Optimization exercise on an open flow, not production practice. RTL: at most simulated, not proved equivalent. Clock network not from TritonCTS: every run shown here. The clock port is an ideal driver here. Power: default activity.

==> flow/design.v <==
module dot4_l1 (
  input  [3:0] a0, a1, a2, a3, b0, b1, b2, b3,
  output [63:0] r
);
  wire n1 = a0[0] & b0[0];
  wire n2 = a0[0] & b0[1];
  wire n3 = a0[0] & b0[2];
  wire n4 = a0[0] & b0[3];
  wire n5 = a1[0] & b1[0];
  wire n6 = a1[0] & b1[1];
  wire n7 = a1[0] & b1[2];
  wire n8 = a1[0] & b1[3];
  wire n9 = a2[0] & b2[0];
  wire n10 = a2[0] & b2[1];
  wire n11 = a2[0] & b2[2];
  wire n12 = a2[0] & b2[3];
  wire n13 = a3[0] & b3[0];
  wire n14 = a3[0] & b3[1];
  wire n15 = a3[0] & b3[2];
  wire n16 = a3[0] & b3[3];
  wire n17 = a0[1] & b0[0];
  wire n18 = a0[1] & b0[1];
  wire n19 = a0[1] & b0[2];
  wire n20 = a0[1] & b0[3];
  wire n21 = a1[1] & b1[0];
  wire n22 = a1[1] & b1[1];
  wire n23 = a1[1] & b1[2];
  wire n24 = a1[1] & b1[3];
  wire n25 = a2[1] & b2[0];
  wire n26 = a2[1] & b2[1];
  wire n27 = a2[1] & b2[2];
  wire n28 = a2[1] & b2[3];
  wire n29 = a3[1] & b3[0];
  wire n30 = a3[1] & b3[1];
  wire n31 = a3[1] & b3[2];
  wire n32 = a3[1] & b3[3];
  wire n33 = a0[2] & b0[0];
  wire n34 = a0[2] & b0[1];
  wire n35 = a0[2] & b0[2];
  wire n36 = a0[2] & b0[3];
  wire n37 = a1[2] & b1[0];
  wire n38 = a1[2] & b1[1];
  wire n39 = a1[2] & b1[2];
  wire n40 = a1[2] & b1[3];
  wire n41 = a2[2] & b2[0];
  wire n42 = a2[2] & b2[1];
  wire n43 = a2[2] & b2[2];
  wire n44 = a2[2] & b2[3];
  wire n45 = a3[2] & b3[0];
  wire n46 = a3[2] & b3[1];
  wire n47 = a3[2] & b3[2];
  wire n48 = a3[2] & b3[3];
  wire n49 = a0[3] & b0[0];
  wire n50 = a0[3] & b0[1];
  wire n51 = a0[3] & b0[2];
  wire n52 = a0[3] & b0[3];
  wire n53 = a1[3] & b1[0];
  wire n54 = a1[3] & b1[1];
  wire n55 = a1[3] & b1[2];
  wire n56 = a1[3] & b1[3];
  wire n57 = a2[3] & b2[0];
  wire n58 = a2[3] & b2[1];
  wire n59 = a2[3] & b2[2];
  wire n60 = a2[3] & b2[3];
  wire n61 = a3[3] & b3[0];
  wire n62 = a3[3] & b3[1];
  wire n63 = a3[3] & b3[2];
  wire n64 = a3[3] & b3[3];
  wire n65 = n1 ^ n5;
  wire n66 = n9 ^ n13;
  wire n67 = n65 ^ n66;
  wire n68 = ~n67 & n13;
  wire n69 = n1 & n9;
  wire n70 = n1 | n9;
  wire n71 = n5 & n70;
  wire n72 = n69 | n71;
  wire n73 = n2 ^ n6;
  wire n74 = n10 ^ n14;
  wire n75 = n73 ^ n74;
  wire n76 = n75 ^ n72;
  wire n77 = n75 ? n72 : n14;
  wire n78 = n2 & n10;
  wire n79 = n2 | n10;
  wire n80 = n6 & n79;
  wire n81 = n78 | n80;
  wire n82 = n3 ^ n7;
  wire n83 = n11 ^ n15;
  wire n84 = n82 ^ n83;
  wire n85 = n84 ^ n81;
  wire n86 = n84 ? n81 : n15;
  wire n87 = n3 & n11;
  wire n88 = n3 | n11;
  wire n89 = n7 & n88;
  wire n90 = n87 | n89;
  wire n91 = n4 ^ n8;
  wire n92 = n12 ^ n16;
  wire n93 = n91 ^ n92;
  wire n94 = n93 ^ n90;
  wire n95 = n93 ? n90 : n16;
  wire n96 = n4 & n12;
  wire n97 = n4 | n12;
  wire n98 = n8 & n97;
  wire n99 = n96 | n98;
  wire n100 = n17 ^ n21;
  wire n101 = n25 ^ n29;
  wire n102 = n100 ^ n101;
  wire n103 = ~n102 & n29;
  wire n104 = n17 & n25;
  wire n105 = n17 | n25;
  wire n106 = n21 & n105;
  wire n107 = n104 | n106;
  wire n108 = n18 ^ n22;
  wire n109 = n26 ^ n30;
  wire n110 = n108 ^ n109;
  wire n111 = n110 ^ n107;
  wire n112 = n110 ? n107 : n30;
  wire n113 = n18 & n26;
  wire n114 = n18 | n26;
  wire n115 = n22 & n114;
  wire n116 = n113 | n115;
  wire n117 = n19 ^ n23;
  wire n118 = n27 ^ n31;
  wire n119 = n117 ^ n118;
  wire n120 = n119 ^ n116;
  wire n121 = n119 ? n116 : n31;
  wire n122 = n19 & n27;
  wire n123 = n19 | n27;
  wire n124 = n23 & n123;
  wire n125 = n122 | n124;
  wire n126 = n20 ^ n24;
  wire n127 = n28 ^ n32;
  wire n128 = n126 ^ n127;
  wire n129 = n128 ^ n125;
  wire n130 = n128 ? n125 : n32;
  wire n131 = n20 & n28;
  wire n132 = n20 | n28;
  wire n133 = n24 & n132;
  wire n134 = n131 | n133;
  wire n135 = n33 ^ n37;
  wire n136 = n41 ^ n45;
  wire n137 = n135 ^ n136;
  wire n138 = ~n137 & n45;
  wire n139 = n33 & n41;
  wire n140 = n33 | n41;
  wire n141 = n37 & n140;
  wire n142 = n139 | n141;
  wire n143 = n34 ^ n38;
  wire n144 = n42 ^ n46;
  wire n145 = n143 ^ n144;
  wire n146 = n145 ^ n142;
  wire n147 = n145 ? n142 : n46;
  wire n148 = n34 & n42;
  wire n149 = n34 | n42;
  wire n150 = n38 & n149;
  wire n151 = n148 | n150;
  wire n152 = n35 ^ n39;
  wire n153 = n43 ^ n47;
  wire n154 = n152 ^ n153;
  wire n155 = n154 ^ n151;
  wire n156 = n154 ? n151 : n47;
  wire n157 = n35 & n43;
  wire n158 = n35 | n43;
  wire n159 = n39 & n158;
  wire n160 = n157 | n159;
  wire n161 = n36 ^ n40;
  wire n162 = n44 ^ n48;
  wire n163 = n161 ^ n162;
  wire n164 = n163 ^ n160;
  wire n165 = n163 ? n160 : n48;
  wire n166 = n36 & n44;
  wire n167 = n36 | n44;
  wire n168 = n40 & n167;
  wire n169 = n166 | n168;
  wire n170 = n49 ^ n53;
  wire n171 = n57 ^ n61;
  wire n172 = n170 ^ n171;
  wire n173 = ~n172 & n61;
  wire n174 = n49 & n57;
  wire n175 = n49 | n57;
  wire n176 = n53 & n175;
  wire n177 = n174 | n176;
  wire n178 = n50 ^ n54;
  wire n179 = n58 ^ n62;
  wire n180 = n178 ^ n179;
  wire n181 = n180 ^ n177;
  wire n182 = n180 ? n177 : n62;
  wire n183 = n50 & n58;
  wire n184 = n50 | n58;
  wire n185 = n54 & n184;
  wire n186 = n183 | n185;
  wire n187 = n51 ^ n55;
  wire n188 = n59 ^ n63;
  wire n189 = n187 ^ n188;
  wire n190 = n189 ^ n186;
  wire n191 = n189 ? n186 : n63;
  wire n192 = n51 & n59;
  wire n193 = n51 | n59;
  wire n194 = n55 & n193;
  wire n195 = n192 | n194;
  wire n196 = n52 ^ n56;
  wire n197 = n60 ^ n64;
  wire n198 = n196 ^ n197;
  wire n199 = n198 ^ n195;
  wire n200 = n198 ? n195 : n64;
  wire n201 = n52 & n60;
  wire n202 = n52 | n60;
  wire n203 = n56 & n202;
  wire n204 = n201 | n203;
  assign r[0] = n67;
  assign r[1] = n76;
  assign r[2] = n85;
  assign r[3] = n94;
  assign r[4] = n99;
  assign r[5] = 1'b0;
  assign r[6] = 1'b0;
  assign r[7] = 1'b0;
  assign r[8] = 1'b0;
  assign r[9] = n68;
  assign r[10] = n77;
  assign r[11] = n86;
  assign r[12] = n95;
  assign r[13] = 1'b0;
  assign r[14] = 1'b0;
  assign r[15] = 1'b0;
  assign r[16] = 1'b0;
  assign r[17] = n102;
  assign r[18] = n111;
  assign r[19] = n120;
  assign r[20] = n129;
  assign r[21] = n134;
  assign r[22] = 1'b0;
  assign r[23] = 1'b0;
  assign r[24] = 1'b0;
  assign r[25] = 1'b0;
  assign r[26] = n103;
  assign r[27] = n112;
  assign r[28] = n121;
  assign r[29] = n130;
  assign r[30] = 1'b0;
  assign r[31] = 1'b0;
  assign r[32] = 1'b0;
  assign r[33] = 1'b0;
  assign r[34] = n137;
  assign r[35] = n146;
  assign r[36] = n155;
  assign r[37] = n164;
  assign r[38] = n169;
  assign r[39] = 1'b0;
  assign r[40] = 1'b0;
  assign r[41] = 1'b0;
  assign r[42] = 1'b0;
  assign r[43] = n138;
  assign r[44] = n147;
  assign r[45] = n156;
  assign r[46] = n165;
  assign r[47] = 1'b0;
  assign r[48] = 1'b0;
  assign r[49] = 1'b0;
  assign r[50] = 1'b0;
  assign r[51] = n172;
  assign r[52] = n181;
  assign r[53] = n190;
  assign r[54] = n199;
  assign r[55] = n204;
  assign r[56] = 1'b0;
  assign r[57] = 1'b0;
  assign r[58] = 1'b0;
  assign r[59] = 1'b0;
  assign r[60] = n173;
  assign r[61] = n182;
  assign r[62] = n191;
  assign r[63] = n200;
endmodule
module dot4_l23 (
  input  [63:0] r,
  output [15:0] s
);
  wire n1 = r[1] ^ r[9];
  wire n2 = n1 ^ r[17];
  wire n3 = r[1] & r[17];
  wire n4 = r[1] | r[17];
  wire n5 = r[9] & n4;
  wire n6 = n3 | n5;
  wire n7 = r[2] ^ r[10];
  wire n8 = r[18] ^ r[26];
  wire n9 = n7 ^ n8;
  wire n10 = n9 ^ n6;
  wire n11 = n9 ? n6 : r[26];
  wire n12 = r[2] & r[18];
  wire n13 = r[2] | r[18];
  wire n14 = r[10] & n13;
  wire n15 = n12 | n14;
  wire n16 = r[3] ^ r[11];
  wire n17 = r[19] ^ r[27];
  wire n18 = n16 ^ n17;
  wire n19 = n18 ^ n15;
  wire n20 = n18 ? n15 : r[27];
  wire n21 = r[3] & r[19];
  wire n22 = r[3] | r[19];
  wire n23 = r[11] & n22;
  wire n24 = n21 | n23;
  wire n25 = r[4] ^ r[12];
  wire n26 = r[20] ^ r[28];
  wire n27 = n25 ^ n26;
  wire n28 = n27 ^ n24;
  wire n29 = n27 ? n24 : r[28];
  wire n30 = r[4] & r[20];
  wire n31 = r[4] | r[20];
  wire n32 = r[12] & n31;
  wire n33 = n30 | n32;
  wire n34 = r[21] ^ r[29];
  wire n35 = n34 ^ n33;
  wire n36 = n34 ? n33 : r[29];
  wire n37 = r[35] ^ r[43];
  wire n38 = n37 ^ r[51];
  wire n39 = r[35] & r[51];
  wire n40 = r[35] | r[51];
  wire n41 = r[43] & n40;
  wire n42 = n39 | n41;
  wire n43 = r[36] ^ r[44];
  wire n44 = r[52] ^ r[60];
  wire n45 = n43 ^ n44;
  wire n46 = n45 ^ n42;
  wire n47 = n45 ? n42 : r[60];
  wire n48 = r[36] & r[52];
  wire n49 = r[36] | r[52];
  wire n50 = r[44] & n49;
  wire n51 = n48 | n50;
  wire n52 = r[37] ^ r[45];
  wire n53 = r[53] ^ r[61];
  wire n54 = n52 ^ n53;
  wire n55 = n54 ^ n51;
  wire n56 = n54 ? n51 : r[61];
  wire n57 = r[37] & r[53];
  wire n58 = r[37] | r[53];
  wire n59 = r[45] & n58;
  wire n60 = n57 | n59;
  wire n61 = r[38] ^ r[46];
  wire n62 = r[54] ^ r[62];
  wire n63 = n61 ^ n62;
  wire n64 = n63 ^ n60;
  wire n65 = n63 ? n60 : r[62];
  wire n66 = r[38] & r[54];
  wire n67 = r[38] | r[54];
  wire n68 = r[46] & n67;
  wire n69 = n66 | n68;
  wire n70 = r[55] ^ r[63];
  wire n71 = n70 ^ n69;
  wire n72 = n70 ? n69 : r[63];
  wire n73 = n10 ^ r[34];
  wire n74 = n10 & r[34];
  wire n75 = n10 | r[34];
  wire n76 = n19 ^ n11;
  wire n77 = n76 ^ n38;
  wire n78 = n77 ^ n74;
  wire n79 = n77 & n74;
  wire n80 = n19 & n38;
  wire n81 = n19 | n38;
  wire n82 = n11 & n81;
  wire n83 = n80 | n82;
  wire n84 = n28 ^ n20;
  wire n85 = n84 ^ n46;
  wire n86 = n85 ^ n83;
  wire n87 = n85 & n83;
  wire n88 = n28 & n46;
  wire n89 = n28 | n46;
  wire n90 = n20 & n89;
  wire n91 = n88 | n90;
  wire n92 = n35 ^ n29;
  wire n93 = n55 ^ n47;
  wire n94 = n92 ^ n93;
  wire n95 = n94 ^ n91;
  wire n96 = n94 ? n91 : n47;
  wire n97 = n35 & n55;
  wire n98 = n35 | n55;
  wire n99 = n29 & n98;
  wire n100 = n97 | n99;
  wire n101 = n64 ^ n56;
  wire n102 = n36 ^ n101;
  wire n103 = n102 ^ n100;
  wire n104 = n102 ? n100 : n56;
  wire n105 = n36 & n64;
  wire n106 = n71 ^ n65;
  wire n107 = n106 ^ n105;
  wire n108 = n106 ? n105 : n65;
  assign s[0] = r[0];
  assign s[1] = n2;
  assign s[2] = n73;
  assign s[3] = n78;
  assign s[4] = n86;
  assign s[5] = n95;
  assign s[6] = n103;
  assign s[7] = n107;
  assign s[8] = 1'b0;
  assign s[9] = 1'b0;
  assign s[10] = 1'b0;
  assign s[11] = 1'b0;
  assign s[12] = n79;
  assign s[13] = n87;
  assign s[14] = n96;
  assign s[15] = n104;
endmodule
module heichips25_systolicArray #(
    parameter BITWIDTH = 4,
    parameter OUTWIDTH = 2*BITWIDTH
)(
    input                           clk,
    input                           reset,
    input        [BITWIDTH -1:0]    data_in,
    input                           load_weights,
    input                           load_inputs,
    input                           store_outputs,
    output logic [OUTWIDTH -1:0]    results,
    output logic                    valid_out
);
    logic [3:0]  wr [0:3][0:3];    
    logic [3:0]  x  [0:3][0:3];    
    logic [3:0]  cnt;        
    logic [1:0]  ph;         
    logic [3:0]  io;         
    logic [1:0]  jc;         
    logic [3:0]  wp;         
    logic        mid_r;      
    logic [1:0]  t1, t2;     
    logic        st1, st2;   
    logic [63:0] r1;         
    logic [15:0] r2;         
    logic [7:0]  c0, c1;     
    always @(posedge clk) begin
        for (int k = 0; k < 4; k++) begin
            wr[k][0] <= (load_weights && cnt[3:2] == k) ? data_in : wr[k][3];
            for (int p = 1; p < 4; p++) wr[k][p] <= wr[k][p-1];
        end
    end
    always @(posedge clk) begin
        for (int r = 0; r < 4; r++) begin
            if (load_inputs && cnt[3:2] == r) begin
                x[r][0] <= data_in;
                for (int k = 1; k < 4; k++) x[r][k] <= x[r][k-1];
            end
        end
    end
    wire       mid_n = load_inputs && cnt >= 4 && cnt <= 14;   
    wire [1:0] pa = ph + 2'd1 - {1'b0, cnt[0]};   
    wire [1:0] pb = cnt[1:0] - 2'd2;              
    wire [1:0] pc = ph - 2'd1;                    
    wire [1:0] pd = ph - jc;                      
    logic [3:0] wp_n;
    always_comb begin
        for (int p = 0; p < 4; p++) begin
            if (mid_n)              wp_n[p] = pa == p;
            else if (store_outputs) wp_n[p] = pd == p;
            else if (load_weights)  wp_n[p] = pb == p;
            else                    wp_n[p] = pc == p;
        end
    end
    always @(posedge clk) begin
        cnt       <= reset ? 4'd0 : (load_weights || load_inputs) ? cnt + 4'd1 : cnt;
        valid_out <= !reset && load_inputs && cnt == 15;
        ph        <= load_weights ? cnt[1:0] : ph + 2'd1;
        mid_r     <= mid_n;
        if (mid_n)              jc <= {1'b0, cnt[0]};
        else if (store_outputs) jc <= jc + 2'd1;
        else                    jc <= 2'd2;
        wp        <= wp_n;
        if (mid_n || !store_outputs) io <= 4'b0001;
        else if (jc == 3)            io <= {io[2:0], io[3]};
        t1        <= {mid_r && jc[0], mid_r && !jc[0]};
        t2        <= t1;
        st1       <= store_outputs;
        st2       <= st1;
    end
    logic [3:0] a [0:3];
    logic [3:0] b [0:3];
    always_comb begin
        for (int k = 0; k < 4; k++) begin
            a[k] = ({4{io[0]}} & x[0][3-k]) | ({4{io[1]}} & x[1][3-k])
                 | ({4{io[2]}} & x[2][3-k]) | ({4{io[3]}} & x[3][3-k]);
            b[k] = ({4{wp[0]}} & wr[k][0]) | ({4{wp[1]}} & wr[k][1])
                 | ({4{wp[2]}} & wr[k][2]) | ({4{wp[3]}} & wr[k][3]);
        end
    end
    wire [63:0] r1_n;
    dot4_l1 l1 (
        .a0(a[0]), .a1(a[1]), .a2(a[2]), .a3(a[3]),
        .b0(b[0]), .b1(b[1]), .b2(b[2]), .b3(b[3]),
        .r(r1_n)
    );
    wire [15:0] r2_n;
    dot4_l23 l23 (.r(r1), .s(r2_n));
    wire [7:0] sum = r2[7:0] + r2[15:8];
    always @(posedge clk) begin
        r1 <= r1_n;
        r2 <= r2_n;
        if (t2[0]) c0 <= sum;
        if (t2[1]) c1 <= sum;
        results <= !st1 ? c0 : !st2 ? c1 : sum;
    end
endmodule
==> flow/flow/run.sh <==
#!/bin/bash
# Layout flow: the standard flow (standard.sh), with one change to clock
# tree synthesis (pre_cts.tcl): the clock tree is built by TritonCTS as usual,
# then its middle level of buffers is removed so that the root buffer drives
# the leaf buffers directly. The tree stays balanced; it has one buffer less
# between the clock port and every register. Its buffers are then made
# inverters of the same drive (two inversions between the port and every
# register). The ports are buffered with buf_2 rather than the slow delay
# buffer that buffer_ports picks by default.
set -euo pipefail
work=$(pwd)
export PRE_CTS_TCL="$work/flow/pre_cts.tcl"
export BUFFER_PORTS_ARGS="-buffer_cell sky130_fd_sc_hd__buf_2"
bash standard.sh > "$work/flow_standard.log" 2>&1 || { tail -50 "$work/flow_standard.log"; exit 1; }
tail -5 "$work/flow_standard.log"
==> flow/flow/pre_cts.tcl <==
# Sourced by ORFS's cts.tcl before clock tree synthesis (PRE_CTS_TCL).
# Wraps clock_tree_synthesis: after TritonCTS has built the tree (without
# dummy loads), each buffer between the root buffer and the leaf buffers is
# removed and the leaf buffers it drove are connected to the root buffer's
# net. Then every buffer of the tree (the root and the leaves) is replaced by
# an inverter of the same drive at the same place: the registers see the clock
# through two inversions, so its edges are unchanged, and every register is
# still reached through the same number of stages.
rename clock_tree_synthesis my_cts_orig
proc clock_tree_synthesis { args } {
  my_cts_orig {*}$args -dont_use_dummy_load
  set block [ord::get_db_block]
  set clkport [$block findBTerm clk]
  set clknet [$clkport getNet]
  # the root buffer: the one cell the clock port drives
  set roots {}
  foreach it [$clknet getITerms] {
    if {[$it isInputSignal]} { lappend roots [$it getInst] }
  }
  if {[llength $roots] != 1} { puts "pre_cts: [llength $roots] cells on the clock port, tree left as built"; return }
  set root [lindex $roots 0]
  set rootnet [[$root findITerm X] getNet]
  set removed 0
  foreach it [$rootnet getITerms] {
    if {![$it isInputSignal]} continue
    set inst [$it getInst]
    if {![string match *clkbuf* [[$inst getMaster] getName]]} continue
    set onet [[$inst findITerm X] getNet]
    set loads {}
    set allbuf 1
    foreach l [$onet getITerms] {
      if {[$l isInputSignal]} {
        lappend loads $l
        if {![string match *clkbuf* [[[$l getInst] getMaster] getName]]} { set allbuf 0 }
      }
    }
    if {!$allbuf || [llength $loads] == 0} continue
    foreach l $loads { $l disconnect; $l connect $rootnet }
    $it disconnect
    [$inst findITerm X] disconnect
    odb::dbInst_destroy $inst
    odb::dbNet_destroy $onet
    incr removed
  }
  puts "pre_cts: removed $removed middle clock buffers"
  # root and leaves: buffers -> inverters
  set inv [[ord::get_db] findMaster sky130_fd_sc_hd__clkinv_16]
  set tree [list $root]
  foreach it [$rootnet getITerms] {
    if {[$it isInputSignal]} { lappend tree [$it getInst] }
  }
  set swapped 0
  foreach inst $tree {
    if {![string match *clkbuf* [[$inst getMaster] getName]]} continue
    set in [[$inst findITerm A] getNet]
    set out [[$inst findITerm X] getNet]
    set loc [$inst getLocation]
    set name [$inst getName]
    odb::dbInst_destroy $inst
    set ni [odb::dbInst_create $block $inv ${name}_inv]
    $ni setLocation [lindex $loc 0] [lindex $loc 1]
    $ni setPlacementStatus PLACED
    [$ni findITerm A] connect $in
    [$ni findITerm Y] connect $out
    incr swapped
  }
  puts "pre_cts: $swapped clock buffers made inverters"
}
==> flow/standard.sh <==
#!/bin/bash
# synth_recipe.tcl (not shown) runs the flow's synth.tcl, then flattens the netlist and writes it again
# the make line also repeats each setting of config.mk as NAME=value (left out here)
make -C /OpenROAD-flow-scripts/flow DESIGN_CONFIG=/design/flow/config.mk WORK_HOME=/design/flow/orfs CLKGATE_MAP_FILE= SYNTH_SCRIPT=/design/flow/synth_recipe.tcl "${@:-finish}"
==> flow/config.mk <==
export PLATFORM = sky130hd
export DESIGN_NAME = heichips25_systolicArray
export DESIGN_NICKNAME = heichips25_systolicArray
export VERILOG_FILES = /design/flow/design.v
export SDC_FILE = /design/flow/constraint.sdc
export NUM_CORES = 4
export LEC_CHECK = 0
export CAP_MARGIN = 20
export CORE_MARGIN = 2
export CORE_UTILIZATION = 60
export CTS_CLUSTER_DIAMETER = 120
export CTS_CLUSTER_SIZE = 28
export SETUP_SLACK_MARGIN = 4.55
export SLEW_MARGIN = 20
==> flow/constraint.sdc <==
create_clock -name core_clock -period 6.5 [get_ports {clk}]
set_input_delay 1.3000 -clock core_clock [delete_from_list [all_inputs] [get_ports {clk}]]
set_output_delay 1.3000 -clock core_clock [all_outputs]
set_load 0.01 [all_outputs]
==> parameters.txt, run 1 <==
Parameter                              Value

Status
  Status ... timing/DRC/antenna clean

Critical path
  Type of the worst setup path ... reg -> out
  Worst stage delay on the critical path ... 0.33 ns
  Startpoint class of the critical path ... register
  Launch instance of the worst register-to-register path ... r1[12]
  Data arrival at the endpoint of the critical path ... 0.76 ns
  Reg-to-Reg End ... r2[14]
  Critical path capture point type ... output port
  Crit path max-delay cell type ... sky130_fd_sc_hd__dfxtp_2
  Worst-path maximum fanout ... 1
  Kind of cell with the highest combined delay on the critical path ... flip-flops
  Ordered list of cells on the worst path ... buf_6
  Length in cells of the worst reg-to-reg path ... 6
  Crit path buffers/inverters ... 1
  Flop-to-flop setup slack ... 4.48 ns
  Worst EP required ... 5.20 ns

Global route
  Maximum number of pins on one net before global-route repair ... 29
  Vias in the first global route ... 4991
  Antenna violations before repair ... 0
  Overall track demand over capacity in global routing ... 0.2181
  Global-route wire length before repair ... 26.44 mm
  Total congestion overflow ... 0

Clock tree
  CTS Sinks ... 224
  Clock transition at the register clock pins on the worst setup and hold paths after CTS ... 0.09 ns
  Hold-fix buffers, CTS ... 0
  Clock insertion delay at the later pin of the skew report ... 0.32 ns

Cells and area
  ANT cells ... 0
  Leading cell type in the layout, fill and taps excluded ... sky130_fd_sc_hd__dfxtp_1
  Final core area utilization ... 0.6822
  Highest-count cells in the layout ignoring fill and taps ... sky130_fd_sc_hd__dfxtp_1, sky130_fd_sc_hd__xnor2_1, sky130_fd_sc_hd__edfxtp_1, sky130_fd_sc_hd__a22oi_1, sky130_fd_sc_hd__a22oi_2
  Final net count ... 698
  Total non-filler cell area in the finished layout ... slightly below 0.01 sq mm
  Layout cells sized above 1 ... 0.2522
  Area grow syn2layout ... 12.09%

Floorplan
  Floorplan core area ... 0.01442 sq mm
  Boundary Pins ... 18
  Vertical extent of the die ... between 100 and 150 microns
  Site row count ... between 40 and 50
  Die outline area ... 0.01561 sq mm
  Starting density of the core ... 0.6086
  Die span in x ... 125.0 microns

Run
  Max-cap violations ... 0

Timing
  Hold violation count in the final report ... 0
  Total Neg Setup Slack ... 0 ns
  Relative slew slack ... 0.5451
  Transition time at the pin with the least slew margin ... 0.6823 ns
  Finish-stage setup viols ... 0
  Post-route fraction of the period consumed by the critical path ... 0.3172
  Max Fclk ... 0.4850 GHz
  RSZ-0062 raised after global routing ... true
  Worst clock skew ... 0.01281 ns
  Final Max Tran Viols ... 0
  Period minus WS final ... 2.062 ns

Logic synthesis
  Syn_area_per_cell ... 13.32 sq um
  Sequential cell area fraction in the yosys report ... 0.6021
  Ys async rst share ... 0
  Post-Synthesis Cells ... about 660
  Synth Flop Type ... sky130_fd_sc_hd__dfxtp_1
  Cell variety after synth ... 46
  Seq cells post-synth ... 224
  Area of the mapped netlist ... 0.008778 sq mm
  Syn nets ... 685
  Number of warnings reported in the yosys synthesis log ... 9
  Number of flops mapped to enable cells by yosys ... 80

Route
  Final ANT Viol Nets ... 0
  Total length of routed met2 wires ... between 8 and 9 mm
  Met3 Routed Length ... 457 microns
  Detailed Route WL ... around 17 mm
  Detailed router's first-iteration violation count ... 279
  Routed length on met1 ... 7.384 mm
  Post-route DRC violation count ... 0
  DRT Pass-1 Iters ... 5
  Number of vias in the routed layout ... roughly 5000
  WL per Instance ... 19.33 microns
  Uppermost metal layer occupied by signal nets ... met4
  Ratio of routed vias to standard cells ... 5.821

Place
  Post-detail-place hpwl ... 12.08 mm
  Port Buffer Count ... 17
  Post-DP Area ... 0.009039 sq mm
  Final weighted congestion in routability-driven placement ... 0.8240

Hold path
  HP Start ... t1[0]
  Endpoint of the worst hold-timing path ... t2[0]
  Number of cells on the worst hold path ... 0
  Worst hold-check path type ... reg -> reg

Power
  Leak pwr ... between 3 and 4 nW
  Maximum resistive drop on vdd ... 0.0002857 V
  Power per cell area ... 329.0 mW/mm^2
[synth_stat cells, types with 2 or more instances]
master                     count  area (sq um)
sky130_fd_sc_hd__a21oi_1      13         65.06
sky130_fd_sc_hd__a221oi_1      7         61.31
sky130_fd_sc_hd__a221oi_2      2         30.03
sky130_fd_sc_hd__a22o_1        9         78.83
sky130_fd_sc_hd__a22oi_1      90         675.7
sky130_fd_sc_hd__and3b_1       2         17.52
sky130_fd_sc_hd__buf_2        10         50.05
sky130_fd_sc_hd__buf_4         3         22.52
sky130_fd_sc_hd__clkbuf_1      8         30.03
sky130_fd_sc_hd__clkbuf_2      2         10.01
sky130_fd_sc_hd__dfxtp_1     144          2883
sky130_fd_sc_hd__edfxtp_1     80          2402
sky130_fd_sc_hd__fa_1          5         100.1
sky130_fd_sc_hd__ha_1         12         150.1
sky130_fd_sc_hd__inv_1        17         63.81
sky130_fd_sc_hd__maj3_1       16         160.2
sky130_fd_sc_hd__maj3_2       27         304.0
sky130_fd_sc_hd__mux2_2       18         202.7
sky130_fd_sc_hd__mux2i_1      16         160.2
sky130_fd_sc_hd__nand2_1       6         22.52
sky130_fd_sc_hd__nand2b_1      2         12.51
sky130_fd_sc_hd__nand3_1       2         10.01
sky130_fd_sc_hd__nand3b_1      2         15.01
sky130_fd_sc_hd__nand4_1       2         12.51
sky130_fd_sc_hd__nor2_1       33         123.9
sky130_fd_sc_hd__nor2b_1       3         18.77
sky130_fd_sc_hd__nor3_1        4         20.02
sky130_fd_sc_hd__nor3b_1       2         15.01
sky130_fd_sc_hd__o21ai_0       5         25.02
sky130_fd_sc_hd__xnor2_1      89         779.5
sky130_fd_sc_hd__xor2_1       13         113.9
[final cells by class]
class / count / area [sq um]
Sequential cell: 224 / 5323
Fill cell: 1031 / 4584
Multi-Input combinational cell: 393 / 3737
Inverter: 26 / 334.1
Tap cell: 184 / 230.2
Timing Repair Buffer: 27 / 215.2
[per-stage QoR]
stage	setup slack [ns]	instances	hold WS [ns]	power [W]
floorplan	4.313	659	0.3096	0.002378
global placement	3.753	835	0.3119	0.002552
detailed placement	3.684	835	0.3121	0.002573
CTS	4.416	852	0.3327	0.003222
global route	4.398	854	0.3408	0.003420
finish	4.438	854	0.3331	0.003237
[logic make-up (layout without fill, tap and decap cells)]
| logic type | Yosys count | after routing | synth area share |
|---|---|---|---|
| xor+xnor | 104 | 104 | 0.1070 |
| fa+ha+maj | 60 | 60 | 0.08138 |
| mux | 34 | 34 | 0.04133 |
| flops | 224 | 224 | 0.6021 |
| simple gates | 62 | 62 | 0.03335 |
| buf+inv | 42 | 53 | 0.02181 |
| compound gates | 133 | 133 | 0.1130 |
[state kept, by name, indices dropped and copies added, names as in the netlist]
signal	count
x	64
jc	2
ph	2
wp	4
mid_r	1
valid_out	1
cnt	4
c0	8
r2	12
st1	1
io	4
st2	1
r1	36
results	8
c1	8
t1	2
t2	2
wr	64
[repair_timing]
| action | in CTS | in global routing |
|---|---|---|
| resized for setup | 50 | 49 |
| buffers inserted | 8 | 2 |
| endpoints found under the hold margin | 0 | 0 |
| pin swaps | 9 | 13 |
| setup endpoints to repair | 105 | 51 |
[how the worst max path moves through the flow]
stage | startpoint | to | slack, ns | cells after the start
floorplan | load_weights | cnt[3] | 4.31 | 6
global placement | load_inputs | wp[2] | 3.75 | 5
detailed placement | load_inputs | wp[2] | 3.68 | 5
CTS | valid_out | valid_out | 4.42 | 1
global route | results[6] | results[6] | 4.40 | 1
finish | valid_out | valid_out | 4.44 | 1
[routing by layer]
| layer | GRT usage | up-vias |
|---|---|---|
| met5 | 0 | - |
| met4 | 0.05425 | 0 |
| met3 | 0.04579 | 19 |
| met2 | 0.3767 | 74 |
| met1 | 0.2847 | 2461 |
| li1 | - | 2417 |
[power breakdown]
group	total [W]	switching (W)	internal, W
clock	0.000607	0.000508	0.0000988
combinational	0.000820	0.000420	0.000399
sequential	0.00181	0.000176	0.00163
Testbench counts, summed over its fixed seeds: cycles 9,216, jobs 192.
==> inputs of run 2 (changes only) <==
--- a/flow/config.mk
+++ b/flow/config.mk
@@ -11,4 +11,4 @@
 export CTS_CLUSTER_DIAMETER = 120
 export CTS_CLUSTER_SIZE = 28
-export SETUP_SLACK_MARGIN = 4.55
+export SETUP_SLACK_MARGIN = 4.46
 export SLEW_MARGIN = 20
==> parameters.txt, run 2 <==
Parameter                              Value

Logic synthesis
  Area of the mapped netlist ... 0.008778 sq mm (unchanged)
  Number of warnings reported in the yosys synthesis log ... 9 (unchanged)
  Syn nets ... 685 (unchanged)
  Synth Flop Type ... sky130_fd_sc_hd__dfxtp_1 (unchanged)
  Syn_area_per_cell ... 13.32 sq um (unchanged)
  Sequential cell area fraction in the yosys report ... 0.6021 (unchanged)
  Post-Synth XOR/XNOR Area ... 0.1070 (unchanged)
  Multiplexer fraction of the synthesized cell area ... 0.04133 (unchanged)
  Largest family of logic cells by synthesized area ... compound AO/OA/AOI/OAI gates (unchanged)
  Number of flops mapped to enable cells by yosys ... 80 (unchanged)
  Commonest cells in the synthesized netlist ... sky130_fd_sc_hd__dfxtp_1, sky130_fd_sc_hd__a22oi_1, sky130_fd_sc_hd__xnor2_1 (unchanged)
  Dominant cells by area after synthesis ... sky130_fd_sc_hd__dfxtp_1, sky130_fd_sc_hd__edfxtp_1, sky130_fd_sc_hd__xnor2_1 (unchanged)
  Post-Synthesis Cells ... 659 (unchanged)
  Simple-Gate Fraction of Synth Area ... 0.03335 (unchanged)
  Most used standard cell by instance count after synthesis ... sky130_fd_sc_hd__dfxtp_1 (unchanged)
  Yosys top cell area share ... 0.3284 (unchanged)
  Seq cells post-synth ... 224 (unchanged)
  Cell type with the highest aggregate area in the netlist ... sky130_fd_sc_hd__dfxtp_1 (unchanged)
  Adder-Cell Fraction of Synth Area ... 0.08139 (unchanged)
  Ys async rst share ... 0 (unchanged)
  Fraction of the mapped netlist area in compound gates ... 0.1130 (unchanged)
  Cell variety after synth ... 46 (unchanged)

Critical path
  Ordered list of cells on the worst path ... buf_2 (was buf_6)
  Crit path buffers/inverters ... 1 (unchanged)
  Worst-path maximum fanout ... 1 (unchanged)
  Data arrival at the endpoint of the critical path ... 0.75 ns (was 0.76 ns)
  Kind of cell with the highest combined delay on the critical path ... flip-flops (unchanged)
  Critical path capture point type ... output port (unchanged)
  Flop-to-flop setup slack ... 4.48 ns (about the same)
  Worst stage delay on the critical path ... 0.32 ns (was 0.33 ns)
  Worst EP required ... 5.20 ns (about the same)
  Startpoint class of the critical path ... register (unchanged)
  Crit path max-delay cell type ... sky130_fd_sc_hd__dfxtp_1 (was sky130_fd_sc_hd__dfxtp_2)
  Type of the worst setup path ... reg -> out (unchanged)

Cells and area
  Highest-count cells in the layout ignoring fill and taps ... sky130_fd_sc_hd__dfxtp_1, sky130_fd_sc_hd__xnor2_1, sky130_fd_sc_hd__edfxtp_1, sky130_fd_sc_hd__a22oi_1, sky130_fd_sc_hd__nor2_1 (was sky130_fd_sc_hd__dfxtp_1, sky130_fd_sc_hd__xnor2_1, sky130_fd_sc_hd__edfxtp_1, sky130_fd_sc_hd__a22oi_1, sky130_fd_sc_hd__a22oi_2)
  Final net count ... 694 (was 698)
  Area grow syn2layout ... 9.507% (was 12.09%)
  Total non-filler cell area in the finished layout ... 0.009613 sq mm (was 0.009839 sq mm)
  Leading cell type in the layout, fill and taps excluded ... sky130_fd_sc_hd__dfxtp_1 (unchanged)
  Layout filler cell count ... 1085 (was 1031)
  Post-Layout Cell Count ... 850 (was 854)
  ANT cells ... 0 (unchanged)
  Biggest regs ... wr x64, x x64, r1 x36 (unchanged)
  Layout cells sized above 1 ... 0.1982 (was 0.2522)

Route
  Post-route DRC violation count ... 0 (unchanged)
  Uppermost metal layer occupied by signal nets ... met4 (unchanged)
  Detailed Route WL ... 16.48 mm (was 16.51 mm)
  Met3 Routed Length ... 461 microns (was 457 microns)
  WL per Instance ... 19.39 microns (was 19.33 microns)
  Detailed router's first-iteration violation count ... 337 (was 279)
  Final ANT Viol Nets ... 0 (unchanged)
  DRT Pass-1 Iters ... 5 (unchanged)
  Total length of routed met2 wires ... 8.286 mm (was 8.437 mm)
  Routed length on met1 ... 7.339 mm (was 7.384 mm)
  Ratio of routed vias to standard cells ... 5.891 (was 5.821)
  Number of vias in the routed layout ... 5007 (was 4971)

Timing
  Worst clock skew ... 0.008589 ns (was 0.01281 ns)
  Finish-stage setup viols ... 0 (unchanged)
  Max Fclk ... 0.4866 GHz (was 0.4850 GHz)
  Total Neg Setup Slack ... 0 ns (unchanged)
  Hold violation count in the final report ... 0 (unchanged)
  Post-route fraction of the period consumed by the critical path ... 0.3161 (was 0.3172)
  Transition time at the pin with the least slew margin ... 0.6987 ns (was 0.6823 ns)
  RSZ-0062 raised after global routing ... true (unchanged)
  Worst-case hold slack ... 0.3379 ns (was 0.3331 ns)
  Relative slew slack ... 0.5336 (was 0.5451)
  Period minus WS final ... 2.055 ns (was 2.062 ns)
  Final Max Tran Viols ... 0 (unchanged)

Power
  Maximum resistive drop on vdd ... 0.0001815 V (was 0.0002857 V)
  Leak pwr ... 3.452 nW (was 3.497 nW)
  Power per cell area ... 332.6 mW/mm^2 (was 329.0 mW/mm^2)

Floorplan
  Site row count ... 44 (unchanged)
  Die span in x ... 125.0 microns (unchanged)
  Boundary Pins ... 18 (unchanged)
  Starting density of the core ... 0.6086 (unchanged)
  Die outline area ... 0.01561 sq mm (unchanged)
  Vertical extent of the die ... 125.0 microns (unchanged)
  Floorplan core area ... 0.01442 sq mm (unchanged)

Place
  Final weighted congestion in routability-driven placement ... 0.9154 (was 0.8240)
  Post-detail-place hpwl ... 12.14 mm (was 12.08 mm)
  Number of placed instances with taps included ... 835 (unchanged)
  Port Buffer Count ... 17 (unchanged)
  Post-DP Area ... 0.009054 sq mm (was 0.009039 sq mm)

Clock tree
  Clock insertion delay at the later pin of the skew report ... 0.31 ns (was 0.32 ns)
  Clock transition at the register clock pins on the worst setup and hold paths after CTS ... 0.09 ns (about the same)
  CTS Sinks ... 224 (unchanged)

Run
  Max-cap violations ... 0 (unchanged)

Hold path
  Worst hold-check path type ... reg -> reg (unchanged)

Global route
  Total congestion overflow ... 0 (unchanged)
  Vias in the first global route ... 5095 (was 4991)
  Overall track demand over capacity in global routing ... 0.2217 (was 0.2181)
  Maximum number of pins on one net before global-route repair ... 29 (unchanged)
  Antenna violations before repair ... 0 (unchanged)
  Global-route wire length before repair ... 27.01 mm (was 26.44 mm)

Status
  Status ... timing/DRC/antenna clean (unchanged)
run 2: cell counts after synthesis:
No cell type changed its count.
run 2: logic make-up after synthesis:
family          Yosys count
flops                   224
compound gates          133
xor+xnor                104
simple gates             62
fa+ha+maj                60
buf+inv                  42
mux                      34
run 2: layout make-up:
cell class	instances	area, sq um	area share
sequential	224	5315	0.5529
multi-input combinational	393	3575	0.3719
inverter	26	334.1	0.03475
tap	184	230.2	0.02395
timing repair buffer	23	158.9	0.01653
run 2: path summary, 6_finish.rpt:
kind	cells past startpoint	to	from
hold reg to reg	0	r2[0]	r1[0]
hold / removal	0	r2[0]	r1[0]
setup reg to reg	5	r2[4]	r1[12]
setup / recovery	1	valid_out	valid_out
run 2: layer usage:
layer | vias to the layer above | global-route usage
li1 | 2412 | -
met1 | 2468 | 0.2924
met2 | 96 | 0.3745
met3 | 31 | 0.03380
met4 | 0 | 0.08431
met5 | - | 0
run 2: timing repair:
| item | 4_1_cts | 5_1_grt |
|---|---|---|
| gates cloned | 0 | 0 |
| hold buffers | 0 | 0 |
| resized for setup | 20 | 41 |
| endpoints found under the setup margin | 80 | 62 |
| pin swaps | 7 | 4 |
| buffers inserted | 4 | 2 |
run 2: where the power goes:
group          switching, W  leakage, nW  internal, W  total (W)
clock network      0.000497        0.103    0.0000987   0.000596
logic              0.000423         1.43     0.000385   0.000808
registers          0.000161         1.92      0.00163    0.00179
total               0.00108         3.45      0.00212    0.00320
run 2: through the flow:
step	util	total power (W)	setup slack, ns
5_1_grt	0.6665	0.003400	4.397
3_5_place_dp	0.6277	0.002575	3.900
3_3_place_gp	0.6277	0.002555	3.945
6_report	0.6665	0.003198	4.445
2_1_floorplan	-	0.002378	4.306
4_1_cts	0.6540	0.003188	4.422
==> inputs of run 3 (changes only) <==
--- a/flow/config.mk
+++ b/flow/config.mk
@@ -11,4 +11,4 @@
 export CTS_CLUSTER_DIAMETER = 120
 export CTS_CLUSTER_SIZE = 28
-export SETUP_SLACK_MARGIN = 4.46
+export SETUP_SLACK_MARGIN = 4.4
 export SLEW_MARGIN = 20
==> parameters.txt, run 3 <==
Parameter                              Value

Critical path
  Worst-path maximum fanout ... 8 (was 1)
  Startpoint class of the critical path ... primary input (was register)
  Data arrival at the endpoint of the critical path ... 2.28 ns (was 0.75 ns)
  Worst EP required ... 6.71 ns (was 5.20 ns)
  Critical path capture point type ... register (was output port)
  Flop-to-flop setup slack ... 4.45 ns (was 4.48 ns)
  Type of the worst setup path ... in -> reg (was reg -> out)

Timing
  Transition time at the pin with the least slew margin ... 0.8166 ns (was 0.6987 ns)
  Period minus WS final ... 2.066 ns (was 2.055 ns)
  Hold violation count in the final report ... 0 (unchanged)
  Post-route fraction of the period consumed by the critical path ... 0.3179 (was 0.3161)
  Relative slew slack ... 0.4556 (was 0.5336)
  Total Neg Setup Slack ... 0 ns (unchanged)
  Finish-stage setup viols ... 0 (unchanged)
  Max Fclk ... 0.4840 GHz (was 0.4866 GHz)
  RSZ-0062 raised after global routing ... true (unchanged)
  Worst clock skew ... 0.01097 ns (was 0.008589 ns)
  Final Max Tran Viols ... 0 (unchanged)

Floorplan
  Die span in x ... 125.0 microns (unchanged)
  Site row count ... 44 (unchanged)
  Vertical extent of the die ... 125.0 microns (unchanged)
  Floorplan core area ... 0.01442 sq mm (unchanged)
  Boundary Pins ... 18 (unchanged)
  Starting density of the core ... 0.6086 (unchanged)
  Die outline area ... 0.01561 sq mm (unchanged)

Logic synthesis
  Synth Flop Type ... sky130_fd_sc_hd__dfxtp_1 (unchanged)
  Number of warnings reported in the yosys synthesis log ... 9 (unchanged)
  Syn_area_per_cell ... 13.32 sq um (unchanged)
  Number of flops mapped to enable cells by yosys ... 80 (unchanged)
  Ys async rst share ... 0 (unchanged)
  Sequential cell area fraction in the yosys report ... 0.6021 (unchanged)
  Seq cells post-synth ... 224 (unchanged)
  Syn nets ... 685 (unchanged)
  Yosys top cell area share ... 0.3284 (unchanged)
  Commonest cells in the synthesized netlist ... sky130_fd_sc_hd__dfxtp_1, sky130_fd_sc_hd__a22oi_1, sky130_fd_sc_hd__xnor2_1 (unchanged)
  Post-Synthesis Cells ... 659 (unchanged)
  Most used standard cell by instance count after synthesis ... sky130_fd_sc_hd__dfxtp_1 (unchanged)
  Cell variety after synth ... 46 (unchanged)
  Dominant cells by area after synthesis ... sky130_fd_sc_hd__dfxtp_1, sky130_fd_sc_hd__edfxtp_1, sky130_fd_sc_hd__xnor2_1 (unchanged)
  Area of the mapped netlist ... 0.008778 sq mm (unchanged)
  Cell type with the highest aggregate area in the netlist ... sky130_fd_sc_hd__dfxtp_1 (unchanged)

Hold path
  Worst hold-check path type ... reg -> reg (unchanged)

Cells and area
  Highest-count cells in the layout ignoring fill and taps ... sky130_fd_sc_hd__dfxtp_1, sky130_fd_sc_hd__a22oi_1, sky130_fd_sc_hd__xnor2_1, sky130_fd_sc_hd__edfxtp_1, sky130_fd_sc_hd__nor2_1 (was sky130_fd_sc_hd__dfxtp_1, sky130_fd_sc_hd__xnor2_1, sky130_fd_sc_hd__edfxtp_1, sky130_fd_sc_hd__a22oi_1, sky130_fd_sc_hd__nor2_1)
  ANT cells ... 0 (unchanged)
  Area grow syn2layout ... 7.383% (was 9.507%)
  Layout cells sized above 1 ... 0.1599 (was 0.1982)
  Total non-filler cell area in the finished layout ... 0.009427 sq mm (was 0.009613 sq mm)
  Final net count ... 691 (was 694)
  Biggest regs ... wr x64, x x64, r1 x36 (unchanged)
  Leading cell type in the layout, fill and taps excluded ... sky130_fd_sc_hd__dfxtp_1 (unchanged)
  Layout filler cell count ... 1092 (was 1085)

Route
  Detailed router's first-iteration violation count ... 353 (was 337)
  Post-route DRC violation count ... 0 (unchanged)
  Detailed Route WL ... 16.85 mm (was 16.48 mm)
  WL per Instance ... 19.90 microns (was 19.39 microns)
  DRT Pass-1 Iters ... 5 (unchanged)
  Number of vias in the routed layout ... 5028 (was 5007)
  Final ANT Viol Nets ... 0 (unchanged)
  Ratio of routed vias to standard cells ... 5.936 (was 5.891)

Global route
  Total congestion overflow ... 0 (unchanged)
  Antenna violations before repair ... 0 (unchanged)
  Vias in the first global route ... 4994 (was 5095)
  Overall track demand over capacity in global routing ... 0.2216 (was 0.2217)
  Global-route wire length before repair ... 26.65 mm (was 27.01 mm)
  Maximum number of pins on one net before global-route repair ... 29 (unchanged)

Clock tree
  Clock transition at the register clock pins on the worst setup and hold paths after CTS ... 0.09 ns (about the same)
  Clock insertion delay at the later pin of the skew report ... 0.32 ns (was 0.31 ns)
  CTS Sinks ... 224 (unchanged)

Run
  Max-cap violations ... 0 (unchanged)

Status
  Status ... timing/DRC/antenna clean (unchanged)

Power
  Power per cell area ... 335.5 mW/mm^2 (was 332.6 mW/mm^2)
  Maximum resistive drop on vdd ... 0.0003062 V (was 0.0001815 V)
  Leak pwr ... 3.397 nW (was 3.452 nW)

Place
  Post-DP Area ... 0.009000 sq mm (was 0.009054 sq mm)
  Port Buffer Count ... 17 (unchanged)
  Post-detail-place hpwl ... 12.27 mm (was 12.14 mm)
  Final weighted congestion in routability-driven placement ... 0.8501 (was 0.9154)
==> run 3: metrics by stage <==
step                      hold WS (ns)  power [W]  std cells  utilization  setup WS [ns]
after floorplan                 0.3096   0.002373        659            -          4.306
after global placement          0.3135   0.002547        835       0.6240          3.764
after detailed placement        0.3172   0.002574        835       0.6240          3.687
after CTS                       0.3398   0.003185        847       0.6496          4.415
after global routing            0.3498   0.003356        847       0.6535          4.383
final                           0.3368   0.003162        847       0.6535          4.434
==> run 3: timing repair <==
action / CTS / global route
hold buffers: 0 / 0
pin swaps: 0 / 2
buffers inserted: 3 / 0
gates resized for setup: 16 / 15
setup endpoints to repair: 73 / 14
==> run 3: layout make-up <==
class / count / area (sq um) / share of cell area
Sequential cell: 224 / 5301 / 0.5624
Multi-Input combinational cell: 393 / 3418 / 0.3626
Tap cell: 184 / 230.2 / 0.02442
Inverter: 26 / 334.1 / 0.03544
Timing Repair Buffer: 20 / 142.6 / 0.01513
==> run 3: power breakdown <==
part	internal, W	switching [W]	total, W
clock	0.0000989	0.000511	0.000610
sequential	0.00163	0.000154	0.00178
combinational	0.000363	0.000408	0.000770
==> run 3: worst max-delay path, cell delays in order <==
cell and delay (ns):
sky130_fd_sc_hd__buf_2 0.20, sky130_fd_sc_hd__nor3b_2 0.39, sky130_fd_sc_hd__mux2_2 0.39
==> run 3: logic make-up after synthesis <==
group	after synthesis	synth area share
simple gates	62	0.03335
flops	224	0.6021
buf+inv	42	0.02181
fa+ha+maj	60	0.08138
mux	34	0.04133
compound gates	133	0.1130
xor+xnor	104	0.1070
==> run 3: path summary, 6_finish.rpt <==
path / from / to / cells after the start
min reg2reg: t1[1] / t2[1] / 0
max reg2reg: wp[0] / r1[12] / 4
min: t1[1] / t2[1] / 0
max: load_weights / wr[0][0] / 3
==> run 3: layer usage <==
layer / track usage / share of wire / up-vias / routed length, microns
met4: 0.06536 / 0.019 / 0 / 312
met1: 0.2933 / 0.44 / 2494 / 7498
met5: 0 / 0 / - / 0
met3: 0.04065 / 0.032 / 21 / 547
met2: 0.3774 / 0.50 / 106 / 8492
li1: - / - / 2407 / -
==> inputs of run 4 (changes only) <==
--- a/flow/config.mk
+++ b/flow/config.mk
@@ -8,5 +8,5 @@
 export CAP_MARGIN = 20
 export CORE_MARGIN = 2
-export CORE_UTILIZATION = 60
+export CORE_UTILIZATION = 66
 export CTS_CLUSTER_DIAMETER = 120
 export CTS_CLUSTER_SIZE = 28
==> parameters.txt, run 4 <==
Parameter                              Value

Status
  Status ... timing/DRC/antenna clean (unchanged)

Timing
  RSZ-0062 raised after global routing ... true (unchanged)
  Max Fclk ... 0.4821 GHz (was 0.4840 GHz)
  Relative slew slack ... 0.5095 (was 0.4556)
  Period minus WS final ... 2.074 ns (was 2.066 ns)
  Transition time at the pin with the least slew margin ... 0.7357 ns (was 0.8166 ns)
  Finish-stage setup viols ... 0 (unchanged)
  Post-route fraction of the period consumed by the critical path ... 0.3191 (was 0.3179)
  Total Neg Setup Slack ... 0 ns (unchanged)
  Hold violation count in the final report ... 0 (unchanged)
  Final Max Tran Viols ... 0 (unchanged)
  Worst clock skew ... 0.009638 ns (was 0.01097 ns)

Route
  DRT Pass-1 Iters ... 5 (unchanged)
  Detailed router's first-iteration violation count ... 372 (was 353)
  Detailed Route WL ... 16.49 mm (was 16.85 mm)
  Number of vias in the routed layout ... 4999 (was 5028)
  Post-route DRC violation count ... 0 (unchanged)
  Final ANT Viol Nets ... 0 (unchanged)
  WL per Instance ... 19.65 microns (was 19.90 microns)
  Ratio of routed vias to standard cells ... 5.958 (was 5.936)

Cells and area
  Layout cells sized above 1 ... 0.1614 (was 0.1599)
  Post-Layout Cell Count ... 839 (was 847)
  Area grow syn2layout ... 7.098% (was 7.383%)
  ANT cells ... 0 (unchanged)
  Biggest regs ... wr x64, x x64, r1 x36 (unchanged)
  Leading cell type in the layout, fill and taps excluded ... sky130_fd_sc_hd__dfxtp_1 (unchanged)
  Highest-count cells in the layout ignoring fill and taps ... sky130_fd_sc_hd__dfxtp_1, sky130_fd_sc_hd__xnor2_1, sky130_fd_sc_hd__a22oi_1, sky130_fd_sc_hd__edfxtp_1, sky130_fd_sc_hd__nor2_1 (was sky130_fd_sc_hd__dfxtp_1, sky130_fd_sc_hd__a22oi_1, sky130_fd_sc_hd__xnor2_1, sky130_fd_sc_hd__edfxtp_1, sky130_fd_sc_hd__nor2_1)
  Layout filler cell count ... 920 (was 1092)
  Final net count ... 691 (unchanged)

Hold path
  HP Start ... t1[0] (was t1[1])
  Worst hold-check path type ... reg -> reg (unchanged)

Floorplan
  Die span in x ... 119.3 microns (was 125.0 microns)
  Vertical extent of the die ... 119.3 microns (was 125.0 microns)
  Site row count ... 42 (was 44)
  Die outline area ... 0.01424 sq mm (was 0.01561 sq mm)
  Boundary Pins ... 18 (unchanged)
  Starting density of the core ... 0.6682 (was 0.6086)
  Floorplan core area ... 0.01314 sq mm (was 0.01442 sq mm)

Logic synthesis
  Area of the mapped netlist ... 0.008778 sq mm (unchanged)
  Dominant cells by area after synthesis ... sky130_fd_sc_hd__dfxtp_1, sky130_fd_sc_hd__edfxtp_1, sky130_fd_sc_hd__xnor2_1 (unchanged)
  Number of flops mapped to enable cells by yosys ... 80 (unchanged)
  Number of warnings reported in the yosys synthesis log ... 9 (unchanged)
  Synth Flop Type ... sky130_fd_sc_hd__dfxtp_1 (unchanged)
  Syn nets ... 685 (unchanged)
  Seq cells post-synth ... 224 (unchanged)
  Sequential cell area fraction in the yosys report ... 0.6021 (unchanged)
  Cell variety after synth ... 46 (unchanged)
  Syn_area_per_cell ... 13.32 sq um (unchanged)
  Most used standard cell by instance count after synthesis ... sky130_fd_sc_hd__dfxtp_1 (unchanged)
  Cell type with the highest aggregate area in the netlist ... sky130_fd_sc_hd__dfxtp_1 (unchanged)
  Commonest cells in the synthesized netlist ... sky130_fd_sc_hd__dfxtp_1, sky130_fd_sc_hd__a22oi_1, sky130_fd_sc_hd__xnor2_1 (unchanged)
  Post-Synthesis Cells ... 659 (unchanged)
  Ys async rst share ... 0 (unchanged)
  Yosys top cell area share ... 0.3284 (unchanged)

Place
  Number of placed instances with taps included ... 827 (was 835)
  Port Buffer Count ... 17 (unchanged)
  Final weighted congestion in routability-driven placement ... 0.8606 (was 0.8501)
  Post-detail-place hpwl ... 12.02 mm (was 12.27 mm)

Global route
  Total congestion overflow ... 0 (unchanged)
  Vias in the first global route ... 4890 (was 4994)
  Maximum number of pins on one net before global-route repair ... 29 (unchanged)
  Antenna violations before repair ... 0 (unchanged)
  Overall track demand over capacity in global routing ... 0.2415 (was 0.2216)
  Global-route wire length before repair ... 25.88 mm (was 26.65 mm)

Power
  Leak pwr ... 3.374 nW (was 3.397 nW)
  Power per cell area ... 336.1 mW/mm^2 (was 335.5 mW/mm^2)
  Maximum resistive drop on vdd ... 0.0002819 V (was 0.0003062 V)
  Design Power ... 0.003160 W (was 0.003162 W)

Clock tree
  Hold-fix buffers, CTS ... 0 (unchanged)
  Clock transition at the register clock pins on the worst setup and hold paths after CTS ... 0.09 ns (about the same)
  CTS Sinks ... 224 (unchanged)
  Clock insertion delay at the later pin of the skew report ... 0.32 ns (about the same)

Run
  Max-cap violations ... 0 (unchanged)

Critical path
  CP Launch Point ... load_inputs (was load_weights)
  Launch instance of the worst register-to-register path ... wp[0] (unchanged)
  Critical path capture point type ... register (unchanged)
  Type of the worst setup path ... in -> reg (unchanged)
  Worst-path maximum fanout ... 6 (was 8)
  Startpoint class of the critical path ... primary input (unchanged)
  Length in cells of the worst reg-to-reg path ... 4 (unchanged)
  Worst EP required ... 6.71 ns (about the same)
  Data arrival at the endpoint of the critical path ... 2.28 ns (about the same)
  Reg-to-Reg End ... r1[28] (was r1[12])
  Flop-to-flop setup slack ... 4.45 ns (about the same)
  End of the critical path ... wp[2] (was wr[0][0])
[run 4: cell counts after synthesis]
No cell type changed its count.
[run 4: per-stage QoR]
stage          setup WS (ns)  hold WS, ns  utilization  cell area, sq um
2_1_floorplan          4.306       0.3096            -              8847
3_3_place_gp           3.762       0.3115       0.6843              8990
3_5_place_dp           3.678       0.3132       0.6843              8990
4_1_cts                4.405       0.3375       0.7119              9353
5_1_grt                4.386       0.3463       0.7156              9402
6_report               4.426       0.3377       0.7156              9402
[run 4: worst min path at each step]
stage	slack, ns	to	cells after the start
after floorplan	0.31	r2[0]	0
after global placement	0.31	t2[1]	0
after detailed placement	0.31	r2[0]	0
after CTS	0.34	t2[0]	0
after global routing	0.35	r2[0]	0
final	0.34	t2[0]	0
[run 4: timing repair]
item | 4_1_cts | 5_1_grt
setup buffers | 2 | 1
gates resized for setup | 16 | 13
endpoints found under the setup margin | 73 | 21
pin swaps | 0 | 9
[run 4: worst max-delay path, stage by stage]
cell	delay, ns
sky130_fd_sc_hd__buf_2	0.13
sky130_fd_sc_hd__o21ai_1	0.11
sky130_fd_sc_hd__a41oi_4	0.23
sky130_fd_sc_hd__mux2_2	0.39
sky130_fd_sc_hd__o211a_1	0.12
[run 4: power by group]
group	switching [W]	internal, W
combinational	0.000414	0.000362
clock	0.000504	0.0000988
sequential	0.000152	0.00163
total	0.00107	0.00209
[run 4: layout make-up]
cell class,instances,area [sq um],share of cell area
Inverter,26,334.1,0.03553
Sequential cell,224,5304,0.5641
Tap cell,176,220.2,0.02342
Timing Repair Buffer,20,123.9,0.01318
Multi-Input combinational cell,393,3420,0.3637
[run 4: layer usage]
layer | GRT usage | vias up | share of wire
li1 | - | 2401 | -
met1 | 0.3121 | 2450 | 0.43
met2 | 0.4199 | 127 | 0.51
met3 | 0.03927 | 21 | 0.041
met4 | 0.07426 | 0 | 0.017
met5 | 0 | - | 0
[run 4: cell families after synthesis]
kind of cell / Yosys count / synth area share
muxes: 34 / 0.04133
AOI/OAI and AO/OA: 133 / 0.1130
xor gates and xnor gates: 104 / 0.1070
and+or+nand+nor: 62 / 0.03335
adders and majority gates: 60 / 0.08138
DFF: 224 / 0.6021
buffers and inverters: 42 / 0.02181
==> inputs of run 5 (changes only) <==
--- a/flow/design.v
+++ b/flow/design.v
@@ -422,9 +422,9 @@
     logic [3:0]  wp;         
     logic        mid_r;      
-    logic [1:0]  t1, t2;     
+    logic        m2, m3;     
     logic        st1, st2;   
     logic [63:0] r1;         
     logic [15:0] r2;         
-    logic [7:0]  c0, c1;     
+    logic [7:0]  ca, cb;     
     always @(posedge clk) begin
         for (int k = 0; k < 4; k++) begin
@@ -442,5 +442,6 @@
     end
     wire       mid_n = load_inputs && cnt >= 4 && cnt <= 14;   
-    wire [1:0] pa = ph + 2'd1 - {1'b0, cnt[0]};   
+    wire [1:0] ph1 = ph + 2'd1;
+    wire [1:0] pa = ph1 - {1'b0, ph1[0]};         
     wire [1:0] pb = cnt[1:0] - 2'd2;              
     wire [1:0] pc = ph - 2'd1;                    
@@ -460,5 +461,5 @@
         ph        <= load_weights ? cnt[1:0] : ph + 2'd1;
         mid_r     <= mid_n;
-        if (mid_n)              jc <= {1'b0, cnt[0]};
+        if (mid_n)              jc <= {1'b0, ph1[0]};
         else if (store_outputs) jc <= jc + 2'd1;
         else                    jc <= 2'd2;
@@ -466,6 +467,6 @@
         if (mid_n || !store_outputs) io <= 4'b0001;
         else if (jc == 3)            io <= {io[2:0], io[3]};
-        t1        <= {mid_r && jc[0], mid_r && !jc[0]};
-        t2        <= t1;
+        m2        <= mid_r;
+        m3        <= m2;
         st1       <= store_outputs;
         st2       <= st1;
@@ -493,7 +494,7 @@
         r1 <= r1_n;
         r2 <= r2_n;
-        if (t2[0]) c0 <= sum;
-        if (t2[1]) c1 <= sum;
-        results <= !st1 ? c0 : !st2 ? c1 : sum;
+        ca <= m3 ? sum : cb;
+        cb <= ca;
+        results <= (!st1 || !st2) ? ((ph[0] ^ st1) ? ca : cb) : sum;
     end
 endmodule
--- a/flow/config.mk
+++ b/flow/config.mk
@@ -8,5 +8,5 @@
 export CAP_MARGIN = 20
 export CORE_MARGIN = 2
-export CORE_UTILIZATION = 66
+export CORE_UTILIZATION = 60
 export CTS_CLUSTER_DIAMETER = 120
 export CTS_CLUSTER_SIZE = 28
==> parameters.txt, run 5 <==
Parameter                              Value

Cells and area
  Layout cells sized above 1 ... 0.1856 (was 0.1614)
  Final net count ... 706 (was 691)
  ANT cells ... 0 (unchanged)
  Layout filler cell count ... 1088 (was 920)
  Biggest regs ... wr x64, x x64, r1 x36 (unchanged)
  Area grow syn2layout ... 7.567% (was 7.098%)
  Total non-filler cell area in the finished layout ... 0.009373 sq mm (was 0.009402 sq mm)
  Highest-count cells in the layout ignoring fill and taps ... sky130_fd_sc_hd__dfxtp_1, sky130_fd_sc_hd__xnor2_1, sky130_fd_sc_hd__a22oi_1, sky130_fd_sc_hd__edfxtp_1, sky130_fd_sc_hd__nor2_1 (unchanged)
  Final core area utilization ... 0.6523 (was 0.7156)
  Leading cell type in the layout, fill and taps excluded ... sky130_fd_sc_hd__dfxtp_1 (unchanged)

Logic synthesis
  Syn_area_per_cell ... 12.91 sq um (was 13.32 sq um)
  Sequential cell area fraction in the yosys report ... 0.5836 (was 0.6021)
  Simple-Gate Fraction of Synth Area ... 0.04207 (was 0.03335)
  Dominant cells by area after synthesis ... sky130_fd_sc_hd__dfxtp_1, sky130_fd_sc_hd__edfxtp_1, sky130_fd_sc_hd__xnor2_1 (unchanged)
  Number of warnings reported in the yosys synthesis log ... 9 (unchanged)
  Synth Flop Type ... sky130_fd_sc_hd__dfxtp_1 (unchanged)
  Area of the mapped netlist ... 0.008713 sq mm (was 0.008778 sq mm)
  Post-Synthesis Cells ... 675 (was 659)
  Syn nets ... 700 (was 685)
  Fraction of the mapped netlist area in compound gates ... 0.1239 (was 0.1130)
  Post-Synth XOR/XNOR Area ... 0.1068 (was 0.1070)
  Commonest cells in the synthesized netlist ... sky130_fd_sc_hd__dfxtp_1, sky130_fd_sc_hd__xnor2_1, sky130_fd_sc_hd__a22oi_1 (was sky130_fd_sc_hd__dfxtp_1, sky130_fd_sc_hd__a22oi_1, sky130_fd_sc_hd__xnor2_1)
  Yosys top cell area share ... 0.3630 (was 0.3284)
  Most used standard cell by instance count after synthesis ... sky130_fd_sc_hd__dfxtp_1 (unchanged)
  Multiplexer fraction of the synthesized cell area ... 0.04006 (was 0.04133)
  Ys async rst share ... 0 (unchanged)
  Largest family of logic cells by synthesized area ... compound AO/OA/AOI/OAI gates (unchanged)
  Cell variety after synth ... 45 (was 46)
  Adder-Cell Fraction of Synth Area ... 0.08056 (was 0.08139)
  Seq cells post-synth ... 222 (was 224)
  Number of flops mapped to enable cells by yosys ... 64 (was 80)
  Cell type with the highest aggregate area in the netlist ... sky130_fd_sc_hd__dfxtp_1 (unchanged)

Clock tree
  Clock transition at the register clock pins on the worst setup and hold paths after CTS ... 0.09 ns (about the same)
  CTS Sinks ... 222 (was 224)
  Clock insertion delay at the later pin of the skew report ... 0.32 ns (about the same)
  Hold-fix buffers, CTS ... 0 (unchanged)

Critical path
  Worst EP required ... 6.71 ns (about the same)
  Launch instance of the worst register-to-register path ... wp[0] (unchanged)
  Critical path capture point type ... register (unchanged)
  WP depth ... 4 (was 5)
  Length in cells of the worst reg-to-reg path ... 4 (unchanged)
  Type of the worst setup path ... reg -> reg (was in -> reg)
  Startpoint class of the critical path ... register (was primary input)
  Ordered list of cells on the worst path ... a22oi_1 > a22oi_1 > maj3_1 > maj3_1 (was buf_2 > o21ai_1 > a41oi_4 > mux2_2 > o211a_1)
  Crit path max-delay cell type ... sky130_fd_sc_hd__a22oi_1 (was sky130_fd_sc_hd__mux2_2)
  Reg-to-Reg End ... r1[61] (was r1[28])
  Flop-to-flop setup slack ... 4.43 ns (was 4.45 ns)
  Crit path buffers/inverters ... 0 (was 1)
  Worst-path maximum fanout ... 16 (was 6)
  Data arrival at the endpoint of the critical path ... 2.29 ns (was 2.28 ns)
  Worst stage delay on the critical path ... 0.51 ns (was 0.39 ns)
  Kind of cell with the highest combined delay on the critical path ... adder cells (was compound AO/OA/AOI/OAI gates)

Floorplan
  Vertical extent of the die ... 124.5 microns (was 119.3 microns)
  Site row count ... 44 (was 42)
  Die outline area ... 0.01550 sq mm (was 0.01424 sq mm)
  Die span in x ... 124.5 microns (was 119.3 microns)
  Boundary Pins ... 18 (unchanged)
  Floorplan core area ... 0.01437 sq mm (was 0.01314 sq mm)
  Starting density of the core ... 0.6064 (was 0.6682)

Place
  Post-detail-place hpwl ... 12.33 mm (was 12.02 mm)
  Post-DP Area ... 0.008939 sq mm (was 0.008990 sq mm)
  Final weighted congestion in routability-driven placement ... 0.9145 (was 0.8606)
  Port Buffer Count ... 17 (unchanged)

Status
  Status ... timing/DRC/antenna clean (unchanged)

Timing
  RSZ-0062 raised after global routing ... true (unchanged)
  Max Fclk ... 0.4824 GHz (was 0.4821 GHz)
  Transition time at the pin with the least slew margin ... 0.7029 ns (was 0.7357 ns)
  Worst clock skew ... 0.01342 ns (was 0.009638 ns)
  Total Neg Setup Slack ... 0 ns (unchanged)
  Post-route fraction of the period consumed by the critical path ... 0.3190 (was 0.3191)
  Relative slew slack ... 0.5314 (was 0.5095)
  Hold violation count in the final report ... 0 (unchanged)
  Period minus WS final ... 2.073 ns (was 2.074 ns)
  Finish-stage setup viols ... 0 (unchanged)
  Final Max Tran Viols ... 0 (unchanged)

Hold path
  Endpoint of the worst hold-timing path ... r2[0] (was t2[0])
  Number of cells on the worst hold path ... 0 (unchanged)
  Worst hold-check path type ... reg -> reg (unchanged)
  HP Start ... r1[0] (was t1[0])

Global route
  Overall track demand over capacity in global routing ... 0.2237 (was 0.2415)
  Vias in the first global route ... 4974 (was 4890)
  Total congestion overflow ... 0 (unchanged)
  Global-route wire length before repair ... 26.75 mm (was 25.88 mm)
  Maximum number of pins on one net before global-route repair ... 29 (unchanged)
  Antenna violations before repair ... 0 (unchanged)

Route
  Ratio of routed vias to standard cells ... 5.874 (was 5.958)
  Number of vias in the routed layout ... 5069 (was 4999)
  Detailed router's first-iteration violation count ... 315 (was 372)
  DRT Pass-1 Iters ... 5 (unchanged)
  Post-route DRC violation count ... 0 (unchanged)
  Final ANT Viol Nets ... 0 (unchanged)
  Detailed Route WL ... 16.67 mm (was 16.49 mm)
  WL per Instance ... 19.32 microns (was 19.65 microns)

Power
  Maximum resistive drop on vdd ... 0.0002749 V (was 0.0002819 V)
  Leak pwr ... 3.393 nW (was 3.374 nW)
  Power per cell area ... 338.6 mW/mm^2 (was 336.1 mW/mm^2)

Run
  Max-cap violations ... 0 (unchanged)
## run 5: cell types whose count changed after synthesis, sizes merged, moves of 4 or more
cell	before	now
edfxtp	80	64
dfxtp	144	158
nor2	33	41
mux2i	16	9
nand2	6	13
mux2	18	23
o22ai	0	5
a21oi	13	9
## run 5: logic make-up after synthesis
| logic type | count (synthesis) |
|---|---|
| flip-flops | 222 |
| multiplexers | 32 |
| XOR/XNOR | 103 |
| buffers and inverters | 41 |
| adder cells (fa/ha/maj) | 59 |
| AND/OR/NAND/NOR | 80 |
| AO/OA/AOI/OAI | 138 |
## run 5: worst max-delay path by stage
| stage | endpoint | slack (ns) | from |
|---|---|---|---|
| floorplan | cnt[3] | 4.31 | load_weights |
| global placement | x[3][2] | 4.01 | load_inputs |
| detailed placement | x[3][3] | 3.96 | load_inputs |
| CTS | r2[4] | 4.41 | r1[20] |
| global route | r1[61] | 4.37 | wp[0] |
| finish | r1[61] | 4.43 | wp[0] |
## run 5: stage by stage
stage	instances	power [W]	setup slack [ns]	hold WS [ns]
finish	863	0.003174	4.427	0.3335
global route	863	0.003361	4.374	0.3606
CTS	863	0.003192	4.407	0.3356
detailed placement	851	0.002568	3.957	0.3144
global placement	851	0.002537	4.008	0.3163
floorplan	675	0.002373	4.311	0.3096
## run 5: layout make-up
type                       count  area (sq um)  share of cell area
inverter                      25         330.3             0.03524
sequential                   222          5107              0.5449
tap                          184         230.2             0.02456
multi-input combinational    412          3572              0.3811
timing repair buffer          20         132.6             0.01415
## run 5: worst register-to-register path, cell delays in order (launching register included)
cell	delay [ns]
sky130_fd_sc_hd__dfxtp_2	0.46
sky130_fd_sc_hd__a22oi_1	0.52
sky130_fd_sc_hd__a22oi_1	0.23
sky130_fd_sc_hd__maj3_1	0.40
sky130_fd_sc_hd__maj3_1	0.36
## run 5: repair_timing
item	CTS	global route
setup buffers	3	0
resized for setup	14	20
endpoints found under the hold margin	0	0
endpoints found under the setup margin	51	24
pin swaps	3	3
gates cloned	0	0
## run 5: per-layer routing
| layer | global-route usage | up-vias | wire length, microns |
|---|---|---|---|
| met1 | 0.2947 | 2485 | 7468 |
| li1 | - | 2462 | - |
| met3 | 0.03823 | 22 | 564 |
| met4 | 0.07931 | 0 | 312 |
| met2 | 0.3751 | 100 | 8325 |
| met5 | 0 | - | 0 |
## run 5: power breakdown
part           internal (W)  leakage [nW]  total, W  switching [W]
sequential          0.00163          1.89   0.00179       0.000166
combinational      0.000377          1.40  0.000778       0.000401
clock             0.0000988         0.103  0.000603       0.000504
total               0.00210          3.39   0.00317        0.00107
Testbench counts of run 5, summed over its fixed seeds: cycles 9,216, jobs 192.
